Background: an optimization exercise with open tools, aiming at small area. Do not read the settings as production practice.
Where RTL was checked, it was by simulation tests only, not by an equivalence proof against the original.
Only the layout flow was run in run 3; the RTL was not checked for function there.
No activity file was given, so power comes from the tool's default toggle rates.

### flow/run.sh
#!/bin/bash
# Own layout flow: the standard synthesis, then its combinational logic
# mapped again with a stronger, area-oriented ABC script (the flip-flops,
# their names and cell types are kept as the standard synthesis made them),
# then the standard layout, with 1x buffers on the ports and a clock
# tree without dummy loads.
# Each tool's output goes to a log file of its own in the work folder.
set -euo pipefail
W=$(pwd)
F=$W/flow
R=$W/orfs/results/$FLOW_PLATFORM/temp_top/base
L=$W/orfs/logs/$FLOW_PLATFORM/temp_top/base
LIB=$FLOW_HOME/platforms/$FLOW_PLATFORM/lib/sky130_fd_sc_hd__tt_025C_1v80.lib
YOSYS=$FLOW_HOME/../tools/install/yosys/bin/yosys
[[ -x $YOSYS ]] || YOSYS=$(command -v yosys)

# 1. standard synthesis
bash standard.sh "$R/1_2_yosys.v" > "$W/flow_synth.log" 2>&1
cp "$R/1_2_yosys.v" "$W/std_1_2_yosys.v"

# 2. remap the combinational logic: rounds of ABC runs with different seeds,
#    each round starting from the smallest netlist so far
python3 "$F/gen_models.py" "$LIB" "$W/combmodels.v" > "$W/flow_models.log" 2>&1
DONT_USE=$(grep -o -- '-dont_use [A-Za-z0-9_]*' "$L/1_2_yosys.log" | sort -u | tr '\n' ' ')
area() { grep 'Chip area' "$1" | tail -1 | awk '{print $NF}'; }

cur=$W/std_1_2_yosys.v
best=""
for round in 1 2 3; do
  for s in 1 2 3 4; do
    tag=r${round}_s${s}
    sed "s/&deepsyn -T 30/\&deepsyn -T 60 -S $s/" "$F/remap.abc" > "$W/remap_$tag.abc"
    cat > "$W/remap_$tag.ys" <<EOF
read_liberty -lib $LIB
read_verilog -overwrite $W/combmodels.v
read_verilog $cur
hierarchy -top $FLOW_TOP
flatten
proc
techmap
opt -fast -purge
abc -liberty $LIB $DONT_USE -script $W/remap_$tag.abc
opt_clean -purge
hilomap -singleton -hicell sky130_fd_sc_hd__conb_1 HI -locell sky130_fd_sc_hd__conb_1 LO
insbuf -buf sky130_fd_sc_hd__buf_4 A X
opt_clean -purge
stat -liberty $LIB
write_verilog -noattr -nohex -nodec $W/remap_$tag.v
EOF
    "$YOSYS" -s "$W/remap_$tag.ys" > "$W/flow_remap_$tag.log" 2>&1 &
  done
  wait
  for s in 1 2 3 4; do
    tag=r${round}_s${s}
    a=$(area "$W/flow_remap_$tag.log" || true)
    [[ -n "$a" && -s "$W/remap_$tag.v" ]] || continue
    if [[ -z "$best" ]] || python3 -c "import sys; sys.exit(0 if $a < $best else 1)"; then
      best=$a; cur=$W/remap_$tag.v
    fi
  done
  echo "round $round: best $best from $cur" >> "$W/flow_remap_rounds.log"
done

cat > "$W/remap_check.ys" <<EOF
read_liberty -lib $LIB
read_verilog $cur
hierarchy -top $FLOW_TOP
check -assert -mapped
stat -liberty $LIB
EOF
"$YOSYS" -s "$W/remap_check.ys" > "$W/flow_remap_check.log" 2>&1
cp "$cur" "$R/1_2_yosys.v"

# 3. standard layout from the remapped netlist
export BUFFER_PORTS_ARGS="-buffer_cell sky130_fd_sc_hd__buf_1"
export CTS_ARGS="-sink_clustering_enable -repair_clock_nets -buf_list {sky130_fd_sc_hd__clkbuf_16} -root_buf sky130_fd_sc_hd__clkbuf_16 -dont_use_dummy_load -sink_clustering_size 50 -sink_clustering_max_diameter 200"
bash standard.sh > "$W/flow_layout.log" 2>&1
### flow/gen_models.py
#!/usr/bin/env python3
"""Write a Verilog model (assign statements) of every combinational cell of a
liberty file, so that Yosys can flatten a mapped netlist's gates back into
logic while the flip-flops stay as library cells.
usage: gen_models.py LIB OUT.v"""
import re
import sys

lib = open(sys.argv[1]).read()
out = []
for c in re.split(r'\n\s*cell\s*\(', lib)[1:]:
    name = re.match(r'\s*"?(\w+)"?', c).group(1)
    if re.search(r'\n\s*(ff|ff_bank|latch|latch_bank|statetable)\s*\(', c):
        continue
    ins, outs = [], []
    for m in re.finditer(r'(?<![\w])pin\s*\(\s*"?(\w+)"?\s*\)\s*\{', c):
        body = c[m.end():]
        d = re.search(r'direction\s*:\s*"?(\w+)"?', body).group(1)
        if d == 'input':
            ins.append(m.group(1))
        elif d == 'output':
            head = body.split('timing')[0]
            f = re.search(r'function\s*:\s*"([^"]*)"', head)
            outs.append((m.group(1), f.group(1) if f else None))
    if not outs or any(f is None or 'VPWR' in f or 'VGND' in f for _, f in outs):
        continue
    s = 'module %s(%s);\n' % (name, ', '.join(ins + [o for o, _ in outs]))
    for i in ins:
        s += '  input %s;\n' % i
    for o, f in outs:
        s += '  output %s;\n  assign %s = %s;\n' % (o, o, f.replace('!', '~'))
    out.append(s + 'endmodule\n')
open(sys.argv[2], 'w').write(''.join(out))
print(len(out), 'combinational cell models')
### flow/remap.abc
strash
&get -n
&deepsyn -T 30
&put
strash
dch -f
amap
topo
### standard.sh
#!/bin/bash
# synth_recipe.tcl (not shown) runs the flow's synth.tcl, then flattens the netlist and writes it again
# the make line also repeats each setting of config.mk as NAME=value (left out here)
make -C /OpenROAD-flow-scripts/flow DESIGN_CONFIG=/design/flow/config.mk WORK_HOME=/design/flow/orfs CLKGATE_MAP_FILE= SYNTH_SCRIPT=/design/flow/synth_recipe.tcl "${@:-finish}"
### config.mk
export PLATFORM = sky130hd
export DESIGN_NAME = temp_top
export DESIGN_NICKNAME = temp_top
export VERILOG_FILES = /design/flow/design.v
export SDC_FILE = /design/flow/constraint.sdc
export NUM_CORES = 4
export LEC_CHECK = 0
export CAP_MARGIN = 20
export CORE_MARGIN = 2
export CORE_UTILIZATION = 40
export CTS_BUF_LIST = sky130_fd_sc_hd__clkbuf_8
export SLEW_MARGIN = 20
### constraint.sdc
create_clock -name core_clock -period 250.0 [get_ports {clk}]
set_input_delay 50.0000 -clock core_clock [delete_from_list [all_inputs] [get_ports {clk}]]
set_output_delay 50.0000 -clock core_clock [all_outputs]
set_load 0.01 [all_outputs]
### design.v
module disp_logic(
    input      [11:0] data,
    input      [1:0]  ro,
    input      [2:0]  pos,
    output reg [7:0]  DIG,
    output     [5:0]  SEL
);
    assign SEL = ~(6'b1 << pos);
    wire [5:0] p = data[10:5];
    reg        hund;
    reg  [3:0] tens;
    reg  [2:0] rm;
    always @(*) begin
        case (p)
            6'd0: {hund, tens, rm} = 8'b0_0000_000;
            6'd1: {hund, tens, rm} = 8'b0_0000_001;
            6'd2: {hund, tens, rm} = 8'b0_0000_010;
            6'd3: {hund, tens, rm} = 8'b0_0000_011;
            6'd4: {hund, tens, rm} = 8'b0_0000_100;
            6'd5: {hund, tens, rm} = 8'b0_0001_000;
            6'd6: {hund, tens, rm} = 8'b0_0001_001;
            6'd7: {hund, tens, rm} = 8'b0_0001_010;
            6'd8: {hund, tens, rm} = 8'b0_0001_011;
            6'd9: {hund, tens, rm} = 8'b0_0001_100;
            6'd10: {hund, tens, rm} = 8'b0_0010_000;
            6'd11: {hund, tens, rm} = 8'b0_0010_001;
            6'd12: {hund, tens, rm} = 8'b0_0010_010;
            6'd13: {hund, tens, rm} = 8'b0_0010_011;
            6'd14: {hund, tens, rm} = 8'b0_0010_100;
            6'd15: {hund, tens, rm} = 8'b0_0011_000;
            6'd16: {hund, tens, rm} = 8'b0_0011_001;
            6'd17: {hund, tens, rm} = 8'b0_0011_010;
            6'd18: {hund, tens, rm} = 8'b0_0011_011;
            6'd19: {hund, tens, rm} = 8'b0_0011_100;
            6'd20: {hund, tens, rm} = 8'b0_0100_000;
            6'd21: {hund, tens, rm} = 8'b0_0100_001;
            6'd22: {hund, tens, rm} = 8'b0_0100_010;
            6'd23: {hund, tens, rm} = 8'b0_0100_011;
            6'd24: {hund, tens, rm} = 8'b0_0100_100;
            6'd25: {hund, tens, rm} = 8'b0_0101_000;
            6'd26: {hund, tens, rm} = 8'b0_0101_001;
            6'd27: {hund, tens, rm} = 8'b0_0101_010;
            6'd28: {hund, tens, rm} = 8'b0_0101_011;
            6'd29: {hund, tens, rm} = 8'b0_0101_100;
            6'd30: {hund, tens, rm} = 8'b0_0110_000;
            6'd31: {hund, tens, rm} = 8'b0_0110_001;
            6'd32: {hund, tens, rm} = 8'b0_0110_010;
            6'd33: {hund, tens, rm} = 8'b0_0110_011;
            6'd34: {hund, tens, rm} = 8'b0_0110_100;
            6'd35: {hund, tens, rm} = 8'b0_0111_000;
            6'd36: {hund, tens, rm} = 8'b0_0111_001;
            6'd37: {hund, tens, rm} = 8'b0_0111_010;
            6'd38: {hund, tens, rm} = 8'b0_0111_011;
            6'd39: {hund, tens, rm} = 8'b0_0111_100;
            6'd40: {hund, tens, rm} = 8'b0_1000_000;
            6'd41: {hund, tens, rm} = 8'b0_1000_001;
            6'd42: {hund, tens, rm} = 8'b0_1000_010;
            6'd43: {hund, tens, rm} = 8'b0_1000_011;
            6'd44: {hund, tens, rm} = 8'b0_1000_100;
            6'd45: {hund, tens, rm} = 8'b0_1001_000;
            6'd46: {hund, tens, rm} = 8'b0_1001_001;
            6'd47: {hund, tens, rm} = 8'b0_1001_010;
            6'd48: {hund, tens, rm} = 8'b0_1001_011;
            6'd49: {hund, tens, rm} = 8'b0_1001_100;
            6'd50: {hund, tens, rm} = 8'b1_0000_000;
            6'd51: {hund, tens, rm} = 8'b1_0000_001;
            6'd52: {hund, tens, rm} = 8'b1_0000_010;
            6'd53: {hund, tens, rm} = 8'b1_0000_011;
            6'd54: {hund, tens, rm} = 8'b1_0000_100;
            6'd55: {hund, tens, rm} = 8'b1_0001_000;
            6'd56: {hund, tens, rm} = 8'b1_0001_001;
            6'd57: {hund, tens, rm} = 8'b1_0001_010;
            6'd58: {hund, tens, rm} = 8'b1_0001_011;
            6'd59: {hund, tens, rm} = 8'b1_0001_100;
            6'd60: {hund, tens, rm} = 8'b1_0010_000;
            6'd61: {hund, tens, rm} = 8'b1_0010_001;
            6'd62: {hund, tens, rm} = 8'b1_0010_010;
            6'd63: {hund, tens, rm} = 8'b1_0010_011;
            default: {hund, tens, rm} = 8'b0;
        endcase
    end
    wire [3:0] units = {rm, data[4]};
    wire [2:0] nd = {1'b0, ro} + 3'd1;           
    wire [3:0] w  = {1'b0, pos} + {1'b0, nd};    
    wire [3:0] nm = data[3:0] & ~(4'b0111 >> ro);
    wire [1:0] k  = w[1:0] + 2'd2;               
    reg  [3:0] dec;
    always @(*) begin
        case ({k, nm})
            6'd0: dec = 4'd0;
            6'd1: dec = 4'd0;
            6'd2: dec = 4'd1;
            6'd3: dec = 4'd1;
            6'd4: dec = 4'd2;
            6'd5: dec = 4'd3;
            6'd6: dec = 4'd3;
            6'd7: dec = 4'd4;
            6'd8: dec = 4'd5;
            6'd9: dec = 4'd5;
            6'd10: dec = 4'd6;
            6'd11: dec = 4'd6;
            6'd12: dec = 4'd7;
            6'd13: dec = 4'd8;
            6'd14: dec = 4'd8;
            6'd15: dec = 4'd9;
            6'd16: dec = 4'd0;
            6'd17: dec = 4'd6;
            6'd18: dec = 4'd2;
            6'd19: dec = 4'd8;
            6'd20: dec = 4'd5;
            6'd21: dec = 4'd1;
            6'd22: dec = 4'd7;
            6'd23: dec = 4'd3;
            6'd24: dec = 4'd0;
            6'd25: dec = 4'd6;
            6'd26: dec = 4'd2;
            6'd27: dec = 4'd8;
            6'd28: dec = 4'd5;
            6'd29: dec = 4'd1;
            6'd30: dec = 4'd7;
            6'd31: dec = 4'd3;
            6'd32: dec = 4'd0;
            6'd33: dec = 4'd2;
            6'd34: dec = 4'd5;
            6'd35: dec = 4'd7;
            6'd36: dec = 4'd0;
            6'd37: dec = 4'd2;
            6'd38: dec = 4'd5;
            6'd39: dec = 4'd7;
            6'd40: dec = 4'd0;
            6'd41: dec = 4'd2;
            6'd42: dec = 4'd5;
            6'd43: dec = 4'd7;
            6'd44: dec = 4'd0;
            6'd45: dec = 4'd2;
            6'd46: dec = 4'd5;
            6'd47: dec = 4'd7;
            6'd48: dec = 4'd0;
            6'd49: dec = 4'd5;
            6'd50: dec = 4'd0;
            6'd51: dec = 4'd5;
            6'd52: dec = 4'd0;
            6'd53: dec = 4'd5;
            6'd54: dec = 4'd0;
            6'd55: dec = 4'd5;
            6'd56: dec = 4'd0;
            6'd57: dec = 4'd5;
            6'd58: dec = 4'd0;
            6'd59: dec = 4'd5;
            6'd60: dec = 4'd0;
            6'd61: dec = 4'd5;
            6'd62: dec = 4'd0;
            6'd63: dec = 4'd5;
            default: dec = 4'd0;
        endcase
    end
    reg  [3:0] tmp;
    reg        point;
    always @(*) begin
        point = 1'b1;
        if (pos == 3'd0 && ro != 2'd3)
            tmp = data[11] ? 4'd11 : 4'd10;
        else if (w >= 4'd6)
            tmp = dec;
        else if (w == 4'd5) begin
            tmp = units;
            point = 1'b0;
        end else if (w == 4'd4)
            tmp = tens;
        else if (w == 4'd3)
            tmp = hund ? 4'd1 : 4'd10;
        else
            tmp = 4'd10;
    end
    always @(*) begin
        case (tmp)
            4'd0 : DIG = {point, 7'b100_0000};
            4'd1 : DIG = {point, 7'b111_1001};
            4'd2 : DIG = {point, 7'b010_0100};
            4'd3 : DIG = {point, 7'b011_0000};
            4'd4 : DIG = {point, 7'b001_1001};
            4'd5 : DIG = {point, 7'b001_0010};
            4'd6 : DIG = {point, 7'b000_0010};
            4'd7 : DIG = {point, 7'b111_1000};
            4'd8 : DIG = {point, 7'b000_0000};
            4'd9 : DIG = {point, 7'b001_0000};
            4'd10: DIG = {point, 7'b111_1111};
            default: DIG = {point, 7'b011_1111};
        endcase
    end
endmodule
module temp_top #(parameter MS_200 = 24'd400_000)(
    input               clk,
    input               rst_n,
    input       [2:0]   key_in,
    input               dq_in,
    output reg          dq_out,
    output      [5:0]   SEL,
    output      [7:0]   DIG
);
    reg  [15:0] fcnt;
    wire        tick = (fcnt == 16'h98c6);
    reg  [2:0]  q;                               
    reg  [1:0]  ax;                              
    wire        end400 = tick & (&q);
    always @(posedge clk or negedge rst_n) begin
        if (!rst_n) begin
            fcnt <= 16'h218c;
            q    <= 3'd0;
            ax   <= 2'd0;
        end else begin
            fcnt <= {fcnt[14:12], fcnt[11] ^ tick, fcnt[10:0], fcnt[15] ^ fcnt[2]};
            if (tick) begin
                q  <= q + 3'd1;
                ax <= (ax == 2'd0) ? 2'd2 : (ax == 2'd2) ? 2'd3 : 2'd0;
            end
        end
    end
    reg  [2:0]  pos;
    always @(*) begin
        case ({ax ^ 2'd2, q[0]})
            3'b00_1: pos = 3'd0;
            3'b00_0: pos = 3'd3;
            3'b01_1: pos = 3'd4;
            3'b01_0: pos = 3'd1;
            3'b10_1: pos = 3'd2;
            default: pos = 3'd5;
        endcase
    end
    reg  [2:0]  k0x;                             
    wire [2:0]  k0 = k0x ^ 3'b001;
    reg         nreg, add_flag, dd;
    reg  [19:0] dcnt;
    wire        E   = add_flag & (dcnt == 20'h96226);    
    wire        run = add_flag & ~E;
    always @(posedge clk or negedge rst_n) begin
        if (!rst_n) begin
            k0x      <= 3'b000;
            nreg     <= 1'b0;
            add_flag <= 1'b0;
            dd       <= 1'b0;
        end else begin
            k0x      <= key_in ^ 3'b001;
            nreg     <= |(~key_in & k0);
            add_flag <= nreg | run;
            dd       <= E;
        end
    end
    always @(posedge clk)
        dcnt <= run ? {~dcnt[18:0], ~(dcnt[19] ^ dcnt[2])} : 20'd0;
    wire        anypress = dd & ~(&k0);
    localparam [3:0] S_IDLE   = 4'b0000,
                     S_INIT0  = 4'b0001,
                     S_INIT1  = 4'b0011,
                     S_SKROM  = 4'b0010,
                     S_SET0   = 4'b0100,
                     S_SET1   = 4'b0101,
                     S_SET2   = 4'b0110,
                     S_SET3   = 4'b0111,
                     S_CONVW  = 4'b1000,
                     S_READW  = 4'b1001,
                     S_CONVR  = 4'b1100,
                     S_READR0 = 4'b1101,
                     S_READR1 = 4'b1111;
    reg  [3:0]  st;
    reg  [11:0] cnt;
    reg  [2:0]  bitc;
    reg         rx;
    reg  [12:0] sr;          
    reg  [11:0] data;        
    reg         valid;
    reg  [1:0]  rn;          
    reg  [1:0]  ron;         
    wire [1:0]  r  = ~rn;
    wire [1:0]  ro = ~ron;
    reg         flag_set, flag_convert, flag_read;
    wire s_idle  = (st == S_IDLE);
    wire s_init  = (st == S_INIT0) | (st == S_INIT1);
    wire s_read  = (st == S_CONVR) | (st == S_READR0) | (st == S_READR1);
    wire s_write = ~s_idle & ~s_init & ~s_read;
    wire c3999    = (cnt == 12'd3999);
    wire cnt_end  = s_init ? ((bitc == 3'd6) & (cnt == 12'd999)) : c3999;
    wire se       = ~s_idle & cnt_end;
    wire byte_end = se & (&bitc);
    wire samp     = (cnt == 12'd600);
    wire ins = ((st == S_READR0) | ((st == S_READR1) & ~bitc[2])) & samp;
    wire [11:0] rd;
    genvar gk;
    generate
        for (gk = 0; gk < 12; gk = gk + 1) begin : g_rd
            assign rd[gk] = sr[(9 * gk + 2) % 13];
        end
    endgenerate
    wire set2idle  = (st == S_SET3)   & byte_end;
    wire conv2idle = (st == S_CONVR)  & rx;
    wire read2idle = (st == S_READR1) & byte_end;
    reg  [7:0] sbyte;
    always @(*) begin
        case (st)
            S_SKROM: sbyte = 8'hcc;
            S_CONVW: sbyte = 8'h44;
            S_READW: sbyte = 8'hbe;
            S_SET0:  sbyte = 8'h4e;
            S_SET1:  sbyte = 8'h28;
            S_SET2:  sbyte = 8'hf6;
            default: sbyte = {1'b0, r, 5'h1f};
        endcase
    end
    wire sbit = sbyte[bitc];
    always @(*) begin
        if (s_read)
            dq_out = (cnt > 12'd150);
        else if (s_write)
            dq_out = sbit ? (cnt > 12'd350) : (cnt > 12'd3500);
        else
            dq_out = (st != S_INIT0);
    end
    always @(posedge clk or negedge rst_n) begin
        if (!rst_n) begin
            st <= S_IDLE;
        end else begin
            case (st)
                S_IDLE:   if (flag_set | flag_convert | flag_read) st <= S_INIT0;
                S_INIT0:  if (se) st <= S_INIT1;
                S_INIT1:  if (se) st <= rx ? S_SKROM : S_IDLE;
                S_SKROM:  if (byte_end) st <= flag_set ? S_SET0 : flag_convert ? S_CONVW : S_READW;
                S_SET0:   if (byte_end) st <= S_SET1;
                S_SET1:   if (byte_end) st <= S_SET2;
                S_SET2:   if (byte_end) st <= S_SET3;
                S_SET3:   if (byte_end) st <= S_IDLE;
                S_CONVW:  if (byte_end) st <= S_CONVR;
                S_CONVR:  if (rx) st <= S_IDLE;
                S_READW:  if (byte_end) st <= S_READR0;
                S_READR0: if (byte_end) st <= S_READR1;
                S_READR1: if (byte_end) st <= S_IDLE;
                default:  st <= S_IDLE;
            endcase
        end
    end
    always @(posedge clk) begin
        cnt <= (s_idle | cnt_end | c3999) ? 12'd0 : cnt + 12'd1;
        if (s_idle | (s_init & cnt_end))
            bitc <= 3'd0;
        else if (c3999)
            bitc <= bitc + 3'd1;
        if ((st == S_INIT0) | (st == S_CONVW))
            rx <= 1'b0;
        else if (st == S_INIT1)
            rx <= rx | ~dq_in;
        else if (samp)
            rx <= dq_in;
        sr <= {ins ? dq_in : sr[0], sr[12:1]};
    end
    always @(posedge clk)
        if (read2idle)
            data <= rd;
    always @(posedge clk or negedge rst_n) begin
        if (!rst_n) begin
            flag_set     <= 1'b0;
            flag_convert <= 1'b0;
            flag_read    <= 1'b0;
            rn           <= 2'd0;
            ron          <= 2'd0;
            valid        <= 1'b0;
        end else begin
            if (anypress)
                flag_set <= 1'b1;
            else if (set2idle)
                flag_set <= 1'b0;
            if (end400)
                flag_convert <= 1'b1;
            else if (conv2idle)
                flag_convert <= 1'b0;
            if (conv2idle)
                flag_read <= 1'b1;
            else if (read2idle)
                flag_read <= 1'b0;
            if (anypress)
                case (k0)
                    3'b011:  rn <= 2'd3;
                    3'b101:  rn <= 2'd2;
                    3'b110:  rn <= 2'd1;
                    default: rn <= 2'd0;
                endcase
            if (read2idle) begin
                valid <= 1'b1;
                ron   <= rn;
            end
        end
    end
    disp_logic u_disp (
        .data (data & {12{valid}}),
        .ro   (ro),
        .pos  (pos),
        .DIG  (DIG),
        .SEL  (SEL)
    );
endmodule
==> results of run 1 <==
state kept, by name, indices dropped and copies added, names as in the netlist, 2 cells and up:
| name | flops |
|---|---|
| cnt | 12 |
| rn | 2 |
| k0x | 3 |
| data | 12 |
| fcnt | 16 |
| bitc | 3 |
| q | 3 |
| ron | 2 |
| ax | 2 |
| st | 4 |
| dcnt | 20 |
| sr | 13 |
metal layers:
layer | share of wire | wire [um]
met4 | 0.014 | 115
met3 | 0.042 | 338
met2 | 0.46 | 3673
met5 | 0 | 0
met1 | 0.49 | 3938
placed cells by master (no fill, tap or decap), types with 2 or more instances in the layout:
cell	n
nand3_1	11
o21ai_0	21
nor2_1	88
dfrtp_1	34
a21oi_1	26
o32a_1	2
o21a_1	5
nand4_1	4
edfxtp_1	12
or2_0	7
nor3_1	16
nor4_1	9
nor3b_1	2
a2111oi_0	2
o22ai_1	13
or4_1	3
dfstp_2	5
buf_4	2
or4b_1	2
nor2b_1	5
dfxtp_1	49
a211oi_1	13
a31oi_1	10
clkbuf_16	9
a21o_1	2
buf_1	19
o221ai_1	3
nand2_1	34
nand2b_1	2
clkinv_1	65
or3_1	3
final timing paths:
check	startpoint	end	cells past startpoint
max in group asynchronous	rst_n	flag_read	1
min reg2reg	sr[1]	sr[0]	0
min	sr[1]	sr[0]	0
max reg2reg	cnt[3]	flag_read	17
max	ax[0]	DIG[0]	19
min in group asynchronous	rst_n	fcnt[15]	1
final cells by class:
class / count / area, um^2
fill: 948 / 5279
clock buffer: 9 / 225.2
tap: 133 / 166.4
multi-input combinational: 295 / 1535
inverter: 65 / 244.0
sequential: 100 / 2323
timing repair buffer: 22 / 91.34
report_power, final:
group / switching, mW / internal, mW
logic: 0.000568 / 0.000545
registers: 0.000860 / 0.0180
clock network: 0.00519 / 0.00635
total: 0.00662 / 0.0249
critical path: stages (launching register included):
cell and delay, ps:
dfrtp_1 440, clkinv_1 140, nand2_1 140, nor2_1 90, a2111oi_0 560, nor2_1 90, a21oi_1 330, clkinv_1 170
a31oi_1 190, o21ai_0 120, a31oi_1 160, nor2_1 60, o21ai_0 120, clkinv_1 110, a22oi_1 250, nand2_1 80
o221ai_1 190, and2_0 200, a21o_1 130, buf_1 140
==> metrics.md, run 1 <==
| Metric | Value |
|---|---|
| Slew Limit Fails | `0` |
| Post-Syn Area | `4103 um^2` |
| GRT Util Overall | `0.1570` |
| Vias in the first global route | `3113` |
| Hold Crit Class | `flip-flop to flip-flop` |
| Setup Skew | `16.18 ps` |
| Mean post-synth cell area | `8.919 um^2` |
| Layout area overhead | `11.77%` |
| DP Cell Count | `615` |
| Grt peak-use layer | `met2` |
| Slew at the pin closest to its max-slew limit | `908.3 ps` |
| Root Driver | `clkbuf_16` |
| Die width | `105.3 um` |
| Final Power | `31.49 uW` |
| Mapped Cells | `460` |
| TritonCTS buffer count | `9` |
| Crit Path Class | `flip-flop to output pin` |
| # Post-CTS Setup Buffers | `0` |
| 1st-pass router iterations | `4` |
| Max-cap viol count | `0` |
| Worst setup EP type | `output pin` |
| DR vias | `3266` |
| Routed WL per cell | `12.93 um` |
| RD Place Congestion | `0.9086` |
| CP Max Fanout | `6` |
| Port Buffers | `20` |
| Final Critical Period | `54060 ps` |
| DRT Wirelength | `8066 um` |
| Mapped Nets | `466` |
| Setup ws final | `195940 ps` |
| Status | `complete, no violations` |
| Largest net degree at the start of global routing | `40` |
| Dpl cell area | `4360 um^2` |
| Worst relative slew slack | `0.3945` |
| Gr ovfl total | `0` |
| Startpoint types | `flip-flop` |
| Met1 global-route usage | `0.2179` |
| Final setup fails | `0` |
| Fin Hold WS | `341.6 ps` |
| Number of remaining DRC errors | `0` |
| Height of the die | `105.3 um` |
| CTS resizes | `0` |
| Clock sink count | `100` |
| First-pass GRT wire length | `14280 um` |
| Initial DRC Count | `228` |
| CP arrival | `4060 ps` |
| Syn. warnings | `2` |
| CTS tree | `built` |
| Clock transition at the registers of the reported paths | `70 ps` |
| Core Rows | `36` |
| Clk latency of the worst-skew pair | `340 ps` |
| Setup TNS | `0 ps` |
| Final instance area | `4586 um^2` |
| Max Freq | `0.01850 GHz` |
| Required time of the critical path | `200000 ps` |
| IR Drop Worst-Case VDD | `0.004406 mV` |
| Die area | `11080 um^2` |
| Ant diodes | `0` |
| Final period util | `0.2162` |
| Post-CTS Hold Fix Bufs | `0` |
| Starting Density | `0.4159` |
| Core Util, Final | `0.4649` |
| Post-Layout Cell Count | `624` |
| Share of post-route cells with drive strength above 1 | `0.03462` |
| I/O pin cnt | `21` |
| Pre-CTS setup slack | `196450 ps` |
| P_leak | `1.691 nW` |
| Htree depth | `3` |
| Met2 Usage GRT | `0.2406` |
| Post-DRT Antenna Nets | `0` |
| Initial antenna violation count | `0` |
| Core box area | `9864 um^2` |
| RSZ-0062 raised after global routing | `false` |
| Vias/cell | `5.234` |
| GR Util met3 | `0.03896` |
| Fin nets | `499` |
| Clock Path Buffers | `2` |
| Post-DP HPWL | `5975 um` |
| PD cells | `6.866 nW/um^2` |
| Final hold violation count | `0` |
| R2r setup slk | `246130 ps` |
==> run 2, diff against run 1 <==
--- a/flow/run.sh
+++ b/flow/run.sh
@@ -74,4 +74,4 @@
 # 3. standard layout from the remapped netlist
 export BUFFER_PORTS_ARGS="-buffer_cell sky130_fd_sc_hd__buf_1"
-export CTS_ARGS="-sink_clustering_enable -repair_clock_nets -buf_list {sky130_fd_sc_hd__clkbuf_16} -root_buf sky130_fd_sc_hd__clkbuf_16 -dont_use_dummy_load -sink_clustering_size 50 -sink_clustering_max_diameter 200"
+export CTS_ARGS="-sink_clustering_enable -repair_clock_nets -buf_list {sky130_fd_sc_hd__clkbuf_4 sky130_fd_sc_hd__clkbuf_8} -root_buf sky130_fd_sc_hd__clkbuf_8 -dont_use_dummy_load -sink_clustering_size 12"
 bash standard.sh > "$W/flow_layout.log" 2>&1
==> metrics.md, run 2 <==
| Metric | Value |
|---|---|
| Post-CTS Hold Fix Bufs | `0` |
| Setup Skew | `23.37 ps` |
| Hold Crit Class | `flip-flop to flip-flop` |
| CP Max Fanout | `6` |
| CP cell instances | `clkinv_1 > nand2_1 > nor2_1 > a2111oi_0 > nor2_1 > a21oi_1 > clkinv_1 > a31oi_1 > o21ai_0 > a31oi_1 > nor2_1 > o21ai_0 > clkinv_1 > a22oi_1 > nand2_1 > o221ai_1 > and2_0 > a21o_1 > buf_1` |
| Number of remaining DRC errors | `0` |
| Largest register FFs | `20` |
| Mapped Nets | `466` |
| Initial DRC Count | `232` |
| Root Driver | `clkbuf_8` |
| Mapped Cells | `460` |
| CP max stage delay | `530 ps` |
| Core box area | `9864 um^2` |
| Clock transition at the registers of the reported paths | `100 ps` |
| Setup TNS | `0 ps` |
| DRT Wirelength | `8053 um` |
| Fin nets | `499` |
| FF/Latch Area | `2323 um^2` |
| I/O pin cnt | `21` |
| Slowest library cell on the worst path | `a2111oi_0` |
| Final hold violation count | `0` |
| Routed WL per cell | `12.91 um` |
| Final Power | `27.92 uW` |
| GRT Util Overall | `0.1560` |
| CTS resizes | `0` |
| Final period util | `0.2162` |
| IR Drop Worst-Case VDD | `0.003334 mV` |
| TritonCTS buffer count | `9` |
| Vias in the first global route | `3074` |
| Post-DRT Antenna Nets | `0` |
| P_leak | `1.644 nW` |
| Commonest non-fill, non-tap cell in the layout | `nor2_1` |
| Worst relative slew slack | `0.3865` |
| Status | `complete, no violations` |
| 1st-pass router iterations | `4` |
| Fillers | `964` |
| Commonest cells after routing, fill and taps aside | `88 x nor2_1, 65 x clkinv_1, 49 x dfxtp_1` |
| DR vias | `3271` |
| Die width | `105.3 um` |
| CP arrival | `4060 ps` |
| Final setup fails | `0` |
| Final Critical Period | `54060 ps` |
| Slew Limit Fails | `0` |
| Starting Density | `0.4159` |
| Startpoint types | `flip-flop` |
| Area of the multi-input gates | `1535 um^2` |
| Max Freq | `0.01850 GHz` |
| Share of post-route cells with drive strength above 1 | `0.03462` |
| Worst setup EP type | `output pin` |
| Pre-CTS setup slack | `196450 ps` |
| Largest net degree at the start of global routing | `40` |
| Required time of the critical path | `200000 ps` |
| Height of the die | `105.3 um` |
| Fin Hold WS | `337.1 ps` |
| Post-Syn Area | `4103 um^2` |
| Setup ws final | `195940 ps` |
| Post-DP HPWL | `5975 um` |
| Clk latency of the worst-skew pair | `360 ps` |
| Core Rows | `36` |
| RSZ-0062 raised after global routing | `false` |
| Largest register by flop count | `dcnt` |
| Clock Path Buffers | `2` |
| Mean post-synth cell area | `8.919 um^2` |
| Max-cap viol count | `0` |
| Htree depth | `3` |
| CTS tree | `built` |
| RD Place Congestion | `0.9086` |
| Largest registers | `dcnt (20), fcnt (16), sr (13)` |
| Final instance area | `4484 um^2` |
| Vias/cell | `5.242` |
| Layout area overhead | `9.302%` |
| Die area | `11080 um^2` |
| First-pass GRT wire length | `14190 um` |
| Dpl cell area | `4360 um^2` |
| PD cells | `6.226 nW/um^2` |
| Ant diodes | `0` |
| Clock sink count | `100` |
| Initial antenna violation count | `0` |
| Crit Path Class | `flip-flop to output pin` |
| Syn. warnings | `2` |
| # Post-CTS Setup Buffers | `0` |
| Port Buffers | `20` |
| Slew at the pin closest to its max-slew limit | `920.3 ps` |
| Gr ovfl total | `0` |
[run 2: path summary, 6_finish.rpt]
kind	depth (start not counted)	slack, ps	endpoint	startpoint
worst min-delay path	0	340	sr[0]	sr[1]
max in group asynchronous	1	199650	flag_read	rst_n
worst max register to register	17	246140	flag_read	cnt[3]
min in group asynchronous	1	49760	fcnt[15]	rst_n
worst min register to register	0	340	sr[0]	sr[1]
worst max-delay path	19	195940	DIG[0]	ax[0]
[run 2: per-stage QoR]
step,util,instances
2_1_floorplan,-,460
3_3_place_gp,0.4420,615
3_5_place_dp,0.4420,615
4_1_cts,0.4546,624
5_1_grt,0.4546,624
6_report,0.4546,624
[run 2: layout make-up]
cell class | instances | area share
Multi-Input combinational cell | 295 | 0.3424
Timing Repair Buffer | 22 | 0.02037
Clock buffer | 9 | 0.02762
Inverter | 65 | 0.05441
Tap cell | 133 | 0.03711
Sequential cell | 100 | 0.5181
[run 2: where the power goes]
part           total (mW)  internal, mW  switching (mW)
Sequential         0.0188        0.0179        0.000861
Clock             0.00801       0.00324         0.00477
Combinational     0.00110      0.000544        0.000557
Total              0.0279        0.0217         0.00618
[run 2: per-layer routing]
metal  up-vias  global-route usage  part of all wire
met5         -                   0                 0
met4         0             0.04000            0.0087
met3         6             0.04267             0.038
met2        64              0.2401              0.46
met1      1530              0.2175              0.50
li1       1671                   -                 -
[run 2: critical path: cells and delay by family, from the launching register on]
family / cells / cell delay, ps
simple gates: 6 / 650
compound gates: 9 / 2020
buf+inv: 4 / 570
flops: 1 / 450
==> run 3, diff against run 2 <==
--- a/design.v
+++ b/design.v
@@ -262,9 +262,10 @@
                      S_CONVR  = 4'b1100,
                      S_READR0 = 4'b1101,
-                     S_READR1 = 4'b1111;
+                     S_READR1 = 4'b1111,
+                     S_INIT1P = 4'b1011,     
+                     S_CONVD  = 4'b1110;     
     reg  [3:0]  st;
     reg  [11:0] cnt;
     reg  [2:0]  bitc;
-    reg         rx;
     reg  [12:0] sr;          
     reg  [11:0] data;        
@@ -276,6 +277,6 @@
     reg         flag_set, flag_convert, flag_read;
     wire s_idle  = (st == S_IDLE);
-    wire s_init  = (st == S_INIT0) | (st == S_INIT1);
-    wire s_read  = (st == S_CONVR) | (st == S_READR0) | (st == S_READR1);
+    wire s_init  = (st == S_INIT0) | (st == S_INIT1) | (st == S_INIT1P);
+    wire s_read  = (st == S_CONVR) | (st == S_CONVD) | (st == S_READR0) | (st == S_READR1);
     wire s_write = ~s_idle & ~s_init & ~s_read;
     wire c3999    = (cnt == 12'd3999);
@@ -293,5 +294,5 @@
     endgenerate
     wire set2idle  = (st == S_SET3)   & byte_end;
-    wire conv2idle = (st == S_CONVR)  & rx;
+    wire conv2idle = (st == S_CONVD);
     wire read2idle = (st == S_READR1) & byte_end;
     reg  [7:0] sbyte;
@@ -323,5 +324,6 @@
                 S_IDLE:   if (flag_set | flag_convert | flag_read) st <= S_INIT0;
                 S_INIT0:  if (se) st <= S_INIT1;
-                S_INIT1:  if (se) st <= rx ? S_SKROM : S_IDLE;
+                S_INIT1:  if (se) st <= S_IDLE; else if (~dq_in) st <= S_INIT1P;
+                S_INIT1P: if (se) st <= S_SKROM;
                 S_SKROM:  if (byte_end) st <= flag_set ? S_SET0 : flag_convert ? S_CONVW : S_READW;
                 S_SET0:   if (byte_end) st <= S_SET1;
@@ -330,5 +332,6 @@
                 S_SET3:   if (byte_end) st <= S_IDLE;
                 S_CONVW:  if (byte_end) st <= S_CONVR;
-                S_CONVR:  if (rx) st <= S_IDLE;
+                S_CONVR:  if (samp & dq_in) st <= S_CONVD;
+                S_CONVD:  st <= S_IDLE;
                 S_READW:  if (byte_end) st <= S_READR0;
                 S_READR0: if (byte_end) st <= S_READR1;
@@ -344,10 +347,4 @@
         else if (c3999)
             bitc <= bitc + 3'd1;
-        if ((st == S_INIT0) | (st == S_CONVW))
-            rx <= 1'b0;
-        else if (st == S_INIT1)
-            rx <= rx | ~dq_in;
-        else if (samp)
-            rx <= dq_in;
         sr <= {ins ? dq_in : sr[0], sr[12:1]};
     end
==> metrics.md, run 3 <==
| Metric | Value |
|---|---|
| IR Drop Worst-Case VDD | `0.004676 mV` |
| Mapped Cells | `459` |
| CP arrival | `4530 ps` |
| PD cells | `6.223 nW/um^2` |
| Core Rows | `36` |
| Critical Path Source | `ax[1]` |
| Worst setup EP type | `output pin` |
| Pre-CTS setup slack | `195930 ps` |
| Slew at the pin closest to its max-slew limit | `921.9 ps` |
| Largest registers | `dcnt (20), fcnt (16), sr (13)` |
| Clock transition at the registers of the reported paths | `90 ps` |
| Initial DRC Count | `126` |
| Core Util, Final | `0.4529` |
| Setup ws final | `195470 ps` |
| Height of the die | `104.9 um` |
| Vias in the first global route | `3000` |
| Metal-1 WL | `4042 um` |
| Gr ovfl total | `0` |
| Mean post-synth cell area | `8.873 um^2` |
| Hold Crit Class | `flip-flop to flip-flop` |
| Post-DRT Antenna Nets | `0` |
| Commonest cells after routing, fill and taps aside | `97 x nor2_1, 61 x clkinv_1, 48 x dfxtp_1` |
| Worst relative slew slack | `0.3854` |
| DR vias | `3284` |
| Status | `complete, no violations` |
| Final Critical Period | `54530 ps` |
| First-pass GRT wire length | `13900 um` |
| Core box area | `9819 um^2` |
| Number of remaining DRC errors | `0` |
| Ant diodes | `0` |
| Max Freq | `0.01834 GHz` |
| End of the critical path | `DIG[0]` |
| Commonest non-fill, non-tap cell in the layout | `nor2_1` |
| Largest net degree at the start of global routing | `40` |
| R2r setup slk | `246390 ps` |
| Layout area overhead | `9.186%` |
| Max-cap viol count | `0` |
| Slew Limit Fails | `0` |
| RD Place Congestion | `0.9248` |
| CTS tree | `built` |
| Final period util | `0.2181` |
| Fin Hold WS | `344.7 ps` |
| Top Layer Used | `met4` |
| Required time of the critical path | `200000 ps` |
| Mapped Nets | `465` |
| # Post-CTS Setup Buffers | `0` |
| Final hold violation count | `0` |
| Clock Path Buffers | `2` |
| Largest register by flop count | `dcnt` |
| Setup TNS | `0 ps` |
| CP Max Fanout | `6` |
| Die area | `11010 um^2` |
| 1st-pass router iterations | `5` |
| Root Driver | `clkbuf_8` |
| Share of post-route cells with drive strength above 1 | `0.03272` |
| Clock sink count | `99` |
| Die width | `104.9 um` |
| RSZ-0062 raised after global routing | `false` |
| I/O pin cnt | `21` |
| Final Power | `27.67 uW` |
| Fillers | `972` |
| Syn. warnings | `2` |
| Worst flop-to-flop path startpoint | `cnt[3]` |
| Met3 WL post-DR | `355 um` |
| Largest register FFs | `20` |
| P_leak | `1.649 nW` |
| Startpoint types | `flip-flop` |
| CTS resizes | `0` |
| GRT Util Overall | `0.1551` |
| TritonCTS buffer count | `9` |
| Starting Density | `0.4148` |
| Clk latency of the worst-skew pair | `360 ps` |
| Crit Path Class | `flip-flop to output pin` |
| Reg-to-Reg End | `ron[1]` |
| Post-Syn Area | `4073 um^2` |
| Vias/cell | `5.280` |
| Fin nets | `497` |
| Port Buffers | `20` |
| Routed WL per cell | `13.10 um` |
| Final setup fails | `0` |
| Initial antenna violation count | `0` |
| WL met2 | `3666 um` |
| Setup Skew | `21.24 ps` |
| Post-DP HPWL | `6059 um` |
| Worst Reg-to-Reg Cells | `16` |
| Htree depth | `3` |
| Post-CTS Hold Fix Bufs | `0` |
| DRT Wirelength | `8146 um` |
| Hold depth | `0` |
[run 3: metrics by stage]
stage,instance area [um^2],std cells
2_1_floorplan,4073,459
3_3_place_gp,4323,613
3_5_place_dp,4323,613
4_1_cts,4447,622
5_1_grt,4447,622
6_report,4447,622
[run 3: worst max-delay path, cell delays in order (launching register included)]
cell and delay, ps:
dfrtp_1 430, clkinv_1 170, nor2_1 270, clkinv_1 150, nor2_1 230, o21ai_0 160
nand2_1 120, clkinv_1 80, a222oi_1 440, o21a_1 260, nor2_1 90, o21ai_0 100
nand2_1 80, nand2_1 150, a211oi_1 80, a31oi_1 360, clkinv_1 170, a22oi_1 200
nor2_1 70, a21oi_1 160, o21bai_1 150, o21a_1 140, buf_1 140
[run 3: metal layers]
| layer | global-route usage | up-vias |
|---|---|---|
| li1 | - | 1687 |
| met1 | 0.2173 | 1519 |
| met2 | 0.2333 | 70 |
| met3 | 0.04928 | 8 |
| met4 | 0.03810 | 0 |
| met5 | 0 | - |
[run 3: worst min-delay path by stage]
stage | startpoint | to | slack [ps]
after floorplan | sr[6] | sr[5] | 310
after global placement | sr[6] | sr[5] | 310
after detailed placement | sr[6] | sr[5] | 310
after CTS | sr[6] | sr[5] | 350
after global routing | sr[3] | sr[2] | 350
final | sr[6] | sr[5] | 340
[run 3: where the power goes]
| group | switching, mW | internal, mW |
|---|---|---|
| clock network | 0.00462 | 0.00323 |
| registers | 0.000800 | 0.0178 |
| logic | 0.000653 | 0.000583 |
[run 3: final cells by class]
type,count,area (um^2),area share
Clock buffer,9,123.9,0.02786
Tap cell,133,166.4,0.03742
Inverter,61,229.0,0.05149
Sequential cell,99,2303,0.5180
Timing Repair Buffer,21,83.83,0.01885
Multi-Input combinational cell,299,1540,0.3464
==> run 4, diff against run 3 <==
--- a/design.v
+++ b/design.v
@@ -81,95 +81,60 @@
     end
     wire [3:0] units = {rm, data[4]};
-    wire [2:0] nd = {1'b0, ro} + 3'd1;           
-    wire [3:0] w  = {1'b0, pos} + {1'b0, nd};    
     wire [3:0] nm = data[3:0] & ~(4'b0111 >> ro);
-    wire [1:0] k  = w[1:0] + 2'd2;               
-    reg  [3:0] dec;
+    reg  [3:0] dk0, dk1, dk2, dk3;
     always @(*) begin
-        case ({k, nm})
-            6'd0: dec = 4'd0;
-            6'd1: dec = 4'd0;
-            6'd2: dec = 4'd1;
-            6'd3: dec = 4'd1;
-            6'd4: dec = 4'd2;
-            6'd5: dec = 4'd3;
-            6'd6: dec = 4'd3;
-            6'd7: dec = 4'd4;
-            6'd8: dec = 4'd5;
-            6'd9: dec = 4'd5;
-            6'd10: dec = 4'd6;
-            6'd11: dec = 4'd6;
-            6'd12: dec = 4'd7;
-            6'd13: dec = 4'd8;
-            6'd14: dec = 4'd8;
-            6'd15: dec = 4'd9;
-            6'd16: dec = 4'd0;
-            6'd17: dec = 4'd6;
-            6'd18: dec = 4'd2;
-            6'd19: dec = 4'd8;
-            6'd20: dec = 4'd5;
-            6'd21: dec = 4'd1;
-            6'd22: dec = 4'd7;
-            6'd23: dec = 4'd3;
-            6'd24: dec = 4'd0;
-            6'd25: dec = 4'd6;
-            6'd26: dec = 4'd2;
-            6'd27: dec = 4'd8;
-            6'd28: dec = 4'd5;
-            6'd29: dec = 4'd1;
-            6'd30: dec = 4'd7;
-            6'd31: dec = 4'd3;
-            6'd32: dec = 4'd0;
-            6'd33: dec = 4'd2;
-            6'd34: dec = 4'd5;
-            6'd35: dec = 4'd7;
-            6'd36: dec = 4'd0;
-            6'd37: dec = 4'd2;
-            6'd38: dec = 4'd5;
-            6'd39: dec = 4'd7;
-            6'd40: dec = 4'd0;
-            6'd41: dec = 4'd2;
-            6'd42: dec = 4'd5;
-            6'd43: dec = 4'd7;
-            6'd44: dec = 4'd0;
-            6'd45: dec = 4'd2;
-            6'd46: dec = 4'd5;
-            6'd47: dec = 4'd7;
-            6'd48: dec = 4'd0;
-            6'd49: dec = 4'd5;
-            6'd50: dec = 4'd0;
-            6'd51: dec = 4'd5;
-            6'd52: dec = 4'd0;
-            6'd53: dec = 4'd5;
-            6'd54: dec = 4'd0;
-            6'd55: dec = 4'd5;
-            6'd56: dec = 4'd0;
-            6'd57: dec = 4'd5;
-            6'd58: dec = 4'd0;
-            6'd59: dec = 4'd5;
-            6'd60: dec = 4'd0;
-            6'd61: dec = 4'd5;
-            6'd62: dec = 4'd0;
-            6'd63: dec = 4'd5;
-            default: dec = 4'd0;
+        case (nm)
+            4'd0: {dk0, dk1, dk2, dk3} = 16'h0000;
+            4'd1: {dk0, dk1, dk2, dk3} = 16'h0625;
+            4'd2: {dk0, dk1, dk2, dk3} = 16'h1250;
+            4'd3: {dk0, dk1, dk2, dk3} = 16'h1875;
+            4'd4: {dk0, dk1, dk2, dk3} = 16'h2500;
+            4'd5: {dk0, dk1, dk2, dk3} = 16'h3125;
+            4'd6: {dk0, dk1, dk2, dk3} = 16'h3750;
+            4'd7: {dk0, dk1, dk2, dk3} = 16'h4375;
+            4'd8: {dk0, dk1, dk2, dk3} = 16'h5000;
+            4'd9: {dk0, dk1, dk2, dk3} = 16'h5625;
+            4'd10: {dk0, dk1, dk2, dk3} = 16'h6250;
+            4'd11: {dk0, dk1, dk2, dk3} = 16'h6875;
+            4'd12: {dk0, dk1, dk2, dk3} = 16'h7500;
+            4'd13: {dk0, dk1, dk2, dk3} = 16'h8125;
+            4'd14: {dk0, dk1, dk2, dk3} = 16'h8750;
+            4'd15: {dk0, dk1, dk2, dk3} = 16'h9375;
+            default: {dk0, dk1, dk2, dk3} = 16'h0000;
         endcase
     end
+    wire [3:0] sgn  = data[11] ? 4'd11 : 4'd10;
+    wire [3:0] hdig = hund ? 4'd1 : 4'd10;
     reg  [3:0] tmp;
     reg        point;
     always @(*) begin
         point = 1'b1;
-        if (pos == 3'd0 && ro != 2'd3)
-            tmp = data[11] ? 4'd11 : 4'd10;
-        else if (w >= 4'd6)
-            tmp = dec;
-        else if (w == 4'd5) begin
-            tmp = units;
-            point = 1'b0;
-        end else if (w == 4'd4)
-            tmp = tens;
-        else if (w == 4'd3)
-            tmp = hund ? 4'd1 : 4'd10;
-        else
-            tmp = 4'd10;
+        tmp   = 4'd10;
+        case ({ro, pos})
+            {2'd3, 3'd0}: tmp = tens;
+            {2'd3, 3'd1}: begin tmp = units; point = 1'b0; end
+            {2'd3, 3'd2}: tmp = dk0;
+            {2'd3, 3'd3}: tmp = dk1;
+            {2'd3, 3'd4}: tmp = dk2;
+            {2'd3, 3'd5}: tmp = dk3;
+            {2'd0, 3'd0}: tmp = sgn;
+            {2'd0, 3'd2}: tmp = hdig;
+            {2'd0, 3'd3}: tmp = tens;
+            {2'd0, 3'd4}: begin tmp = units; point = 1'b0; end
+            {2'd0, 3'd5}: tmp = dk0;
+            {2'd1, 3'd0}: tmp = sgn;
+            {2'd1, 3'd1}: tmp = hdig;
+            {2'd1, 3'd2}: tmp = tens;
+            {2'd1, 3'd3}: begin tmp = units; point = 1'b0; end
+            {2'd1, 3'd4}: tmp = dk0;
+            {2'd1, 3'd5}: tmp = dk1;
+            {2'd2, 3'd0}: tmp = sgn;
+            {2'd2, 3'd1}: tmp = tens;
+            {2'd2, 3'd2}: begin tmp = units; point = 1'b0; end
+            {2'd2, 3'd3}: tmp = dk0;
+            {2'd2, 3'd4}: tmp = dk1;
+            {2'd2, 3'd5}: tmp = dk2;
+            default: tmp = 4'd10;
+        endcase
     end
     always @(*) begin
@@ -251,18 +216,18 @@
     wire        anypress = dd & ~(&k0);
     localparam [3:0] S_IDLE   = 4'b0000,
-                     S_INIT0  = 4'b0001,
-                     S_INIT1  = 4'b0011,
-                     S_SKROM  = 4'b0010,
-                     S_SET0   = 4'b0100,
-                     S_SET1   = 4'b0101,
-                     S_SET2   = 4'b0110,
-                     S_SET3   = 4'b0111,
-                     S_CONVW  = 4'b1000,
-                     S_READW  = 4'b1001,
-                     S_CONVR  = 4'b1100,
-                     S_READR0 = 4'b1101,
-                     S_READR1 = 4'b1111,
-                     S_INIT1P = 4'b1011,     
-                     S_CONVD  = 4'b1110;     
+                     S_INIT0  = 4'b0100,
+                     S_INIT1  = 4'b0101,
+                     S_SKROM  = 4'b0110,
+                     S_SET0   = 4'b1110,
+                     S_SET1   = 4'b1111,
+                     S_SET2   = 4'b1101,
+                     S_SET3   = 4'b1100,
+                     S_CONVW  = 4'b0010,
+                     S_READW  = 4'b1010,
+                     S_CONVR  = 4'b0011,
+                     S_READR0 = 4'b1011,
+                     S_READR1 = 4'b1001,
+                     S_INIT1P = 4'b0111,     
+                     S_CONVD  = 4'b0001;     
     reg  [3:0]  st;
     reg  [11:0] cnt;
--- a/flow/run.sh
+++ b/flow/run.sh
@@ -27,8 +27,8 @@
 cur=$W/std_1_2_yosys.v
 best=""
-for round in 1 2 3; do
+for round in 1; do
   for s in 1 2 3 4; do
     tag=r${round}_s${s}
-    sed "s/&deepsyn -T 30/\&deepsyn -T 60 -S $s/" "$F/remap.abc" > "$W/remap_$tag.abc"
+    sed "s/&deepsyn -T 30/\&deepsyn -T 30 -S $s/" "$F/remap.abc" > "$W/remap_$tag.abc"
     cat > "$W/remap_$tag.ys" <<EOF
 read_liberty -lib $LIB
@@ -74,4 +74,4 @@
 # 3. standard layout from the remapped netlist
 export BUFFER_PORTS_ARGS="-buffer_cell sky130_fd_sc_hd__buf_1"
-export CTS_ARGS="-sink_clustering_enable -repair_clock_nets -buf_list {sky130_fd_sc_hd__clkbuf_4 sky130_fd_sc_hd__clkbuf_8} -root_buf sky130_fd_sc_hd__clkbuf_8 -dont_use_dummy_load -sink_clustering_size 12"
+export CTS_ARGS="-sink_clustering_enable -repair_clock_nets -buf_list {sky130_fd_sc_hd__clkbuf_4} -root_buf sky130_fd_sc_hd__clkbuf_8 -dont_use_dummy_load"
 bash standard.sh > "$W/flow_layout.log" 2>&1
--- a/config.mk
+++ b/config.mk
@@ -8,5 +8,5 @@
 export CAP_MARGIN = 20
 export CORE_MARGIN = 2
-export CORE_UTILIZATION = 40
+export CORE_UTILIZATION = 70
 export CTS_BUF_LIST = sky130_fd_sc_hd__clkbuf_8
 export SLEW_MARGIN = 20
==> metrics.md, run 4 <==
| Metric | Value |
|---|---|
| CP Max Fanout | `4` |
| Vias in the first global route | `3026` |
| Root Driver | `clkbuf_8` |
| Required time of the critical path | `200000 ps` |
| Largest net degree at the start of global routing | `40` |
| First-pass GRT wire length | `13110 um` |
| Largest register FFs | `20` |
| Final period util | `0.2157` |
| Critical Path Source | `data[9]` |
| RD Place Congestion | `0.9737` |
| Clock transition at the registers of the reported paths | `70 ps` |
| Final Power | `34.63 uW` |
| Post-Layout Cell Count | `545` |
| Initial antenna violation count | `0` |
| PD cells | `7.958 nW/um^2` |
| Core Util, Final | `0.7855` |
| Syn. warnings | `2` |
| Commonest cells after routing, fill and taps aside | `91 x nor2_1, 63 x clkinv_1, 48 x dfxtp_1` |
| Gr ovfl total | `0` |
| Crit Path Class | `flip-flop to output pin` |
| DRT Wirelength | `7818 um` |
| Post-Syn Area | `4054 um^2` |
| DR vias | `3344` |
| Setup TNS | `0 ps` |
| Fin nets | `481` |
| Worst Hold Launch | `sr[6]` |
| Post-CTS Hold Fix Bufs | `0` |
| Worst relative slew slack | `0.3813` |
| DP Cell Count | `536` |
| Status | `complete, no violations` |
| Core Rows | `27` |
| Slew Limit Fails | `0` |
| Setup Skew | `29.12 ps` |
| Number of remaining DRC errors | `0` |
| Worst flop-to-flop path startpoint | `cnt[3]` |
| Max-cap viol count | `0` |
| Die area | `6416 um^2` |
| Area of the multi-input gates | `1514 um^2` |
| Startpoint types | `flip-flop` |
| Post-DRT Antenna Nets | `0` |
| Final Critical Period | `53920 ps` |
| Die width | `80.10 um` |
| Hold Crit Class | `flip-flop to flip-flop` |
| Layout area overhead | `7.346%` |
| Clk latency of the worst-skew pair | `360 ps` |
| Max Freq | `0.01855 GHz` |
| P_leak | `1.642 nW` |
| TritonCTS buffer count | `9` |
| Share of post-route cells with drive strength above 1 | `0.03383` |
| Mapped Nets | `449` |
| Metal-1 WL | `3298 um` |
| GRT Util Overall | `0.2614` |
| Height of the die | `80.10 um` |
| CP arrival | `3920 ps` |
| Mean post-synth cell area | `9.151 um^2` |
| Met3 WL post-DR | `606 um` |
| 1st-pass router iterations | `6` |
| Starting Density | `0.7317` |
| Final setup fails | `0` |
| RSZ-0062 raised after global routing | `false` |
| Clock Path Buffers | `2` |
| Slew at the pin closest to its max-slew limit | `928.0 ps` |
| Final hold violation count | `0` |
| Routed WL per cell | `14.34 um` |
| Port Buffers | `20` |
| Fillers | `402` |
| I/O pin cnt | `21` |
| Largest registers | `dcnt (20), fcnt (16), sr (13)` |
| Largest register by flop count | `dcnt` |
| # Post-CTS Setup Buffers | `0` |
| Post-DP HPWL | `5913 um` |
| Mapped Cells | `443` |
| IR Drop Worst-Case VDD | `0.007541 mV` |
| Initial DRC Count | `298` |
| Htree depth | `3` |
| FF/Latch Area | `2303 um^2` |
| WL met2 | `3780 um` |
| Vias/cell | `6.136` |
| Top Layer Used | `met4` |
| Worst setup EP type | `output pin` |
| Core box area | `5540 um^2` |
| Commonest non-fill, non-tap cell in the layout | `nor2_1` |
| CTS tree | `built` |
| CTS resizes | `0` |
| Clock sink count | `99` |
| Ant diodes | `0` |
[run 4: metal layers]
layer / global-route usage / vias to the layer above
li1: - / 1615
met1: 0.3399 / 1548
met3: 0.05843 / 21
met5: 0 / -
met4: 0.08305 / 0
met2: 0.4375 / 160
[run 4: stage by stage]
stage                     cell area [um^2]  worst slack (ps)  hold slack (ps)
after global placement                4228            196850            311.4
after floorplan                       4054            197050            309.6
after detailed placement              4228            196620            314.3
after global routing                  4352            195810            342.9
final                                 4352            196080            340.8
after CTS                             4352            196250            339.9
[run 4: area by class of cell]
cell class,count,share of cell area
clock buffers,9,0.02846
inverters,63,0.05434
multi-input cells,281,0.3479
flip-flops and latches,99,0.5293
well taps,72,0.02070
repair buffers,21,0.01926
[run 4: worst paths after layout]
check / end / slack, ps / depth (start not counted)
setup / recovery: DIG[3] / 196080 / 17
hold / removal: sr[5] / 340 / 0
setup reg to reg: flag_set / 246770 / 11
hold reg to reg: sr[5] / 340 / 0
max in group asynchronous: valid / 199630 / 1
min in group asynchronous: st[2] / 49770 / 1
[run 4: where the power goes]
part	total [mW]	internal (mW)	switching, mW
Combinational	0.00585	0.00236	0.00349
Sequential	0.0212	0.0191	0.00214
Clock	0.00756	0.00323	0.00433
Total	0.0346	0.0247	0.00995
[run 4: critical path, stage by stage (launching register included)]
cell and delay [ps]:
edfxtp_1 430, clkinv_1 100, nor2_1 70, o21ai_0 280, clkinv_1 170, nor3_1 210
a221o_1 170, nor2_1 40, a311oi_1 400, nor2_1 90, a21oi_1 160, nor2_1 70
o41ai_1 480, nand2_1 170, or2_0 270, o21a_1 120, or2_0 220, buf_1 130
==> run 5, diff against run 4 <==
--- a/flow/run.sh
+++ b/flow/run.sh
@@ -27,8 +27,8 @@
 cur=$W/std_1_2_yosys.v
 best=""
-for round in 1; do
+for round in 1 2 3 4; do
   for s in 1 2 3 4; do
     tag=r${round}_s${s}
-    sed "s/&deepsyn -T 30/\&deepsyn -T 30 -S $s/" "$F/remap.abc" > "$W/remap_$tag.abc"
+    sed "s/&deepsyn -T 30/\&deepsyn -T 90 -S $s/" "$F/remap.abc" > "$W/remap_$tag.abc"
     cat > "$W/remap_$tag.ys" <<EOF
 read_liberty -lib $LIB
@@ -74,4 +74,4 @@
 # 3. standard layout from the remapped netlist
 export BUFFER_PORTS_ARGS="-buffer_cell sky130_fd_sc_hd__buf_1"
-export CTS_ARGS="-sink_clustering_enable -repair_clock_nets -buf_list {sky130_fd_sc_hd__clkbuf_4} -root_buf sky130_fd_sc_hd__clkbuf_8 -dont_use_dummy_load"
+export CTS_ARGS="-sink_clustering_enable -repair_clock_nets -buf_list {sky130_fd_sc_hd__clkbuf_4 sky130_fd_sc_hd__clkbuf_8} -root_buf sky130_fd_sc_hd__clkbuf_8 -dont_use_dummy_load -sink_clustering_size 12"
 bash standard.sh > "$W/flow_layout.log" 2>&1
--- a/config.mk
+++ b/config.mk
@@ -8,5 +8,5 @@
 export CAP_MARGIN = 20
 export CORE_MARGIN = 2
-export CORE_UTILIZATION = 70
+export CORE_UTILIZATION = 40
 export CTS_BUF_LIST = sky130_fd_sc_hd__clkbuf_8
 export SLEW_MARGIN = 20
==> metrics.md, run 5 <==
| Metric | Value |
|---|---|
| Status | `complete, no violations` |
| IR Drop Worst-Case VDD | `0.003633 mV` |
| Gr ovfl total | `0` |
| Clock Path Buffers | `2` |
| Clock sink count | `99` |
| DR vias | `3118` |
| Initial DRC Count | `203` |
| Worst relative slew slack | `0.3850` |
| Vias in the first global route | `2932` |
| Commonest non-fill, non-tap cell in the layout | `nor2_1` |
| Final setup fails | `0` |
| First-pass GRT wire length | `13410 um` |
| Fillers | `997` |
| Mapped Cells | `433` |
| 1st-pass router iterations | `5` |
| Root Driver | `clkbuf_8` |
| RD Place Congestion | `0.8794` |
| Slew Limit Fails | `0` |
| # Post-CTS Setup Buffers | `0` |
| Post-Syn Area | `3998 um^2` |
| RSZ-0062 raised after global routing | `false` |
| Largest registers | `dcnt (20), fcnt (16), sr (13)` |
| Fin nets | `470` |
| Final Critical Period | `53970 ps` |
| Crit Path Class | `flip-flop to output pin` |
| Core box area | `9729 um^2` |
| Mean post-synth cell area | `9.232 um^2` |
| Final hold violation count | `0` |
| CTS tree | `built` |
| DRT Wirelength | `7795 um` |
| Vias/cell | `5.240` |
| Pre-CTS setup slack | `196530 ps` |
| CTS resizes | `0` |
| CP cell instances | `clkinv_1 > nor2_1 > nand2_1 > o22a_1 > a222oi_1 > clkinv_1 > a211oi_1 > a2111oi_0 > nor2_1 > clkinv_1 > or3_1 > o21ai_0 > nand3_1 > o21ai_0 > a21boi_0 > buf_1` |
| Worst setup EP type | `output pin` |
| WP buf/inv | `4` |
| Post-CTS Hold Fix Bufs | `0` |
| Hold Crit Class | `flip-flop to flip-flop` |
| Ant diodes | `0` |
| Commonest cells after routing, fill and taps aside | `91 x nor2_1, 59 x clkinv_1, 48 x dfxtp_1` |
| CP top delay family | `compound AO/OA/AOI/OAI gates` |
| Post-DP HPWL | `5782 um` |
| Max-cap viol count | `0` |
| Setup ws final | `196030 ps` |
| Setup TNS | `0 ps` |
| CP max stage delay | `440 ps` |
| Slew at the pin closest to its max-slew limit | `922.5 ps` |
| Core Rows | `36` |
| Die area | `10810 um^2` |
| Mapped Nets | `439` |
| CP Max Fanout | `5` |
| Setup Skew | `18.26 ps` |
| Routed WL per cell | `13.10 um` |
| TritonCTS buffer count | `9` |
| Largest register FFs | `20` |
| Startpoint types | `flip-flop` |
| Largest net degree at the start of global routing | `40` |
| Syn. warnings | `2` |
| Required time of the critical path | `200000 ps` |
| Largest register by flop count | `dcnt` |
| Final period util | `0.2159` |
| Max Freq | `0.01853 GHz` |
| Initial antenna violation count | `0` |
| Clock transition at the registers of the reported paths | `80 ps` |
| P_leak | `1.639 nW` |
| PD cells | `7.076 nW/um^2` |
| Htree depth | `3` |
| Port Buffers | `20` |
| Slowest library cell on the worst path | `a222oi_1` |
| I/O pin cnt | `21` |
| Height of the die | `104.0 um` |
| CP arrival | `3970 ps` |
| Number of remaining DRC errors | `0` |
| GRT Util Overall | `0.1506` |
| Share of post-route cells with drive strength above 1 | `0.03247` |
| Die width | `104.0 um` |
| Layout area overhead | `9.202%` |
| Starting Density | `0.4109` |
| R2r setup slk | `246960 ps` |
| CP most frequent cell | `clkinv_1` |
| Post-DRT Antenna Nets | `0` |
| Clk latency of the worst-skew pair | `360 ps` |
==> run 5: per-layer routing <==
layer	GRT usage	wire [um]
met1	0.2079	3905
met5	0	0
met4	0.04826	146
met2	0.2260	3424
met3	0.04699	319
==> run 5: path summary, 6_finish.rpt <==
check,from,endpoint,cells past startpoint
max in group asynchronous,rst_n,ron[1],1
min,sr[6],sr[5],0
max reg2reg,cnt[8],data[0],12
min in group asynchronous,rst_n,rn[1],1
max,q[0],DIG[1],16
min reg2reg,sr[6],sr[5],0
==> run 5: layout make-up <==
| class | count | area [um^2] | share of cell area |
|---|---|---|---|
| repair buffers | 20 | 76.32 | 0.01748 |
| well taps | 133 | 166.4 | 0.03812 |
| clock buffers | 9 | 123.9 | 0.02837 |
| inverters | 59 | 221.5 | 0.05073 |
| multi-input cells | 275 | 1474 | 0.3376 |
| flip-flops and latches | 99 | 2303 | 0.5277 |
==> run 5: worst register-to-register path: stages, from the launching register on <==
cell and delay (ps):
dfxtp_1 370, clkinv_1 120, nor2_1 190, clkinv_1 150, nor3_1 200, nor2_1 50
nor3_1 230, nand4_1 200, nor2_1 190, nand2_1 100, nor2_1 250, nand4_1 270
clkinv_1 370
==> run 5: report_power, final <==
group | internal, mW | total [mW] | switching [mW]
Combinational | 0.00138 | 0.00317 | 0.00179
Sequential | 0.0185 | 0.0199 | 0.00142
Clock | 0.00323 | 0.00784 | 0.00460
Total | 0.0231 | 0.0309 | 0.00781
==> run 5: stage by stage <==
step,utilization,hold slack [ps],power [mW],area (um^2),instances
detailed placement,0.4358,320.0,0.02341,4240,586
finish,0.4487,331.8,0.03089,4365,595
global placement,0.4358,313.0,0.02328,4240,586
floorplan,-,309.6,0.02230,3998,433
global route,0.4487,348.7,0.03269,4365,595
CTS,0.4486,337.4,0.03134,4364,595

-- what the ideal ports hide --
How much do the figures lean on ideal ports? The routed layouts below were timed once more, with nothing changed but the port constraints. Step 1 sets driving cells, clkbuf_16 on the clock port and buf_2 on the other inputs (assumed; they add their load-dependent delay and slew). Step 2 adds t to the input delays and takes it off the output delays; t is the mean of the earliest and latest rising clock arrival at the registers after step 1. Input paths then give back, and output paths get back, about the clock's delay inside the block. Slacks: no drivers / after step 1 / after step 2; pairs: no drivers / after step 1.
run | t, ns | setup slack, ns | worst setup path after step 2
run 1 | 0.365 | 195.943 / 195.909 / 196.274 | register to output
run 2 | 0.378 | 195.943 / 195.910 / 196.288 | register to output
run 3 | 0.379 | 195.472 / 195.438 / 195.817 | register to output
run 4 | 0.369 | 196.082 / 196.054 / 196.423 | register to output
run 5 | 0.381 | 196.028 / 195.995 / 196.376 | register to output
After both steps every run listed still meets setup and hold.
